Background: an optimization exercise with open tools, aiming at small area, a short achievable clock period and few clock cycles per item. Do not read the settings as production practice.
At most, simulation tests tie the RTL to the original design; equivalence was not proved.
Power figures rest on the tool's default switching activity, not on a simulated workload.

## processor
module processor(clk, rst, max_pc, imem_addr, imem_data, dmem_addr, dmem_data, done, out);
==> module processor, before the edit <==
module processor(clk, rst, max_pc, imem_addr, imem_data, dmem_addr, dmem_data, done, out);
    input clk, rst;
    input [7:0] max_pc;
    output [7:0] imem_addr;
    input [31:0] imem_data;
    output [3:0] dmem_addr;
    input [7:0] dmem_data;
    output reg done;
    output [7:0] out;
    reg       e_valid;           
    reg       e_beq, e_bne;      
    reg       e_eql, e_eqh;      
    reg [7:0] e_tgt;             
    reg [7:0] e_seq;             
    reg [7:0] e_a, e_b;          
    reg [4:0] e_wa;              
    reg       e_jal, e_slt, e_lw;
    wire       e_eq  = e_eql & e_eqh;
    wire       taken = (e_beq & e_eq) | (e_bne & ~e_eq);
    wire [7:0] npc   = taken ? e_tgt : e_seq;
    wire [7:0] sum   = e_a + e_b;
    wire       lt    = $signed(e_a) < $signed(e_b);
    wire [7:0] wd    = e_lw  ? dmem_data :
                       e_jal ? e_tgt :
                       e_slt ? {7'd0, lt} : sum;
    wire       finish = e_valid & (npc >= max_pc);
    assign imem_addr = npc;
    addr4 DADDR(.a(e_a[3:0]), .b(e_b[3:0]), .s(dmem_addr));
    reg [7:0] rf [1:31];
    wire [255:0] rall;
    wire [7:0] wd_m = rst ? 8'd0 : wd;
    assign rall[7:0] = 8'd0;
    genvar i;
    generate
        for (i = 1; i < 32; i = i + 1) begin : g_rf
            always @(posedge clk)
                if (rst || e_wa == i)
                    rf[i] <= wd_m;
            assign rall[8 * i +: 8] = rf[i];
        end
    endgenerate
    assign out = rf[4];
    wire [4:0] f_rs = imem_data[25:21];
    wire [4:0] f_rt = imem_data[20:16];
    wire       e_we = (e_wa != 5'd0);
    wire [7:0] f_a, f_b;     
    rf_read_port RPA(.ra(f_rs), .we(e_we), .wa(e_wa), .wd(wd), .rall(rall), .rd(f_a));
    rf_read_port RPB(.ra(f_rt), .we(e_we), .wa(e_wa), .wd(wd), .rall(rall), .rd(f_b));
    wire [5:0] f_op = imem_data[31:26];
    wire [5:0] f_fn = imem_data[5:0];
    wire [7:0] f_imm = imem_data[7:0];
    wire f_rtype = (f_op == 6'b000000);
    wire f_slt   = f_rtype && f_fn == 6'b101010;
    wire f_addu  = f_rtype && f_fn == 6'b100001;
    wire f_jr    = f_rtype && f_fn == 6'b001000;
    wire f_jal   = (f_op == 6'b000011);
    wire f_addiu = (f_op == 6'b001001);
    wire f_beq   = (f_op == 6'b000100);
    wire f_bne   = (f_op == 6'b000101);
    wire f_lw    = (f_op == 6'b100011);
    wire [4:0] f_wa = (f_slt | f_addu)  ? imem_data[15:11] :
                      (f_addiu | f_lw)  ? f_rt :
                      f_jal             ? 5'd31 : 5'd0;
    wire [7:0] f_seq = f_jal ? f_imm : f_jr ? f_a : npc + 8'd1;
    wire go = ~rst & ~done & ~finish;
    always @(posedge clk) begin
        e_tgt  <= npc + (f_jal ? 8'd4 : f_imm);
        e_a    <= f_a;
        e_b    <= (f_addiu | f_lw) ? f_imm : f_b;
        e_slt  <= f_slt;
        e_lw   <= f_lw;
        e_jal  <= f_jal;
        e_eql  <= (f_a[3:0] == f_b[3:0]);
        e_eqh  <= (f_a[7:4] == f_b[7:4]);
        if (rst) begin
            e_valid <= 1'b0;
            e_wa    <= 5'd0;
            e_beq   <= 1'b0;
            e_bne   <= 1'b0;
            e_seq   <= 8'd0;
            done    <= 1'b0;
        end else begin
            e_valid <= go;
            e_wa    <= go ? f_wa : 5'd0;
            e_beq   <= f_beq;
            e_bne   <= f_bne;
            e_seq   <= f_seq;
            if (finish) done <= 1'b1;
        end
    end
endmodule
==> module addr4, before the edit <==
module addr4(a, b, s);
    input [3:0] a, b;
    output [3:0] s;
    assign s = a + b;
endmodule
clock: 6.0 ns
lec_check: 0
cap_margin: 20
core_margin: 2
core_utilization: 40
place_density: 0.6
setup_slack_margin: 3.2
slew_margin: 20
synth_hierarchical: 1
synth_minimum_keep_size: 0
standard.sh (not shown) runs the stock make flow with config.mk's settings and CLKGATE_MAP_FILE= SYNTH_SCRIPT=/design/flow/synth_recipe.tcl, a recipe that flattens the netlist after the stock synthesis.
==> flow/flow/run.sh <==
#!/bin/bash
# The standard layout, with strong buffers on the ports (in place of the
# delay cells buffer_ports picks by default) and cell sizing in repair not
# held to the original cell's footprint.
set -euo pipefail
export BUFFER_PORTS_ARGS="-buffer_cell sky130_fd_sc_hd__buf_4"
bash standard.sh MATCH_CELL_FOOTPRINT=0 finish > standard.log 2>&1
The starting point completed with no timing, DRC or antenna violations.
Next try:
--- a/flow/design.v
+++ b/flow/design.v
@@ -121,11 +121,13 @@
     wire       lt    = $signed(e_a) < $signed(e_b);
     wire [7:0] wd    = e_lw  ? dmem_data :
                        e_jal ? e_tgt :
                        e_slt ? {7'd0, lt} : sum;
-    wire       finish = e_valid & (npc >= max_pc);
+    wire       tgt_ge = (e_tgt >= max_pc);
+    wire       seq_ge = (e_seq >= max_pc);
+    wire       finish = e_valid & (taken ? tgt_ge : seq_ge);
     assign imem_addr = npc;
-    addr4 DADDR(.a(e_a[3:0]), .b(e_b[3:0]), .s(dmem_addr));
+    assign dmem_addr = sum[3:0];
     reg [7:0] rf [1:31];
     wire [255:0] rall;
     wire [7:0] wd_m = rst ? 8'd0 : wd;
     assign rall[7:0] = 8'd0;
@@ -187,9 +189,4 @@
             if (finish) done <= 1'b1;
         end
     end
 endmodule
-module addr4(a, b, s);
-    input [3:0] a, b;
-    output [3:0] s;
-    assign s = a + b;
-endmodule
The changed run passed the timing, design-rule and antenna checks.
Design area stays flat.
Clock power is lower by about 2%.
Routed wire length is lower by 1.6%.
Count of clock-buffer cells in the layout is lower by 3.
Die area is higher by 0.93%.
Worst setup slack is worse by 0.087 ns.
Sequential share of layout area hardly moves.
Total power hardly moves.
Via count is lower by 0.49%.
Critical path depth is higher by 1.
Synthesized area is higher by 0.95%.
Cell count is lower by 0.81%.
First-iteration DRC count is higher by 4.8%.
Testbench counts after the change, summed over its fixed seeds: cycles 16,064, instructions 15,104.
The RTL of the first run of this note was laid out without a check of its function.

[static timing again, ports no longer ideal]
The flow's constraints put no driver on any port. The routed layouts listed below were extracted and timed again, unchanged, in two steps. Step 1 (the two cells are an assumption about what drives the block):
set clk [get_ports {clk}]
set_driving_cell -lib_cell sky130_fd_sc_hd__clkbuf_16 $clk
set_driving_cell -lib_cell sky130_fd_sc_hd__buf_2 [delete_from_list [all_inputs] $clk]
Step 2, shift: input delay + t, output delay - t, t = (earliest + latest rising clock arrival at the registers) / 2. This alone moves slack from input paths to output paths. Slacks: no drivers / after step 1 / after step 2; pairs: no drivers / after step 1.
run	shift t [ns]	setup slack, ns	cell pins on the clock port's net
the first run	0.630	2.937 / 2.884 / 2.320	1
the second run	0.617	2.850 / 2.797 / 2.392	1
After both steps setup and hold are still met in every run listed. The setup slack of the first run, which loses most, moves by -0.053 ns with the drivers and by -0.617 ns with both steps.
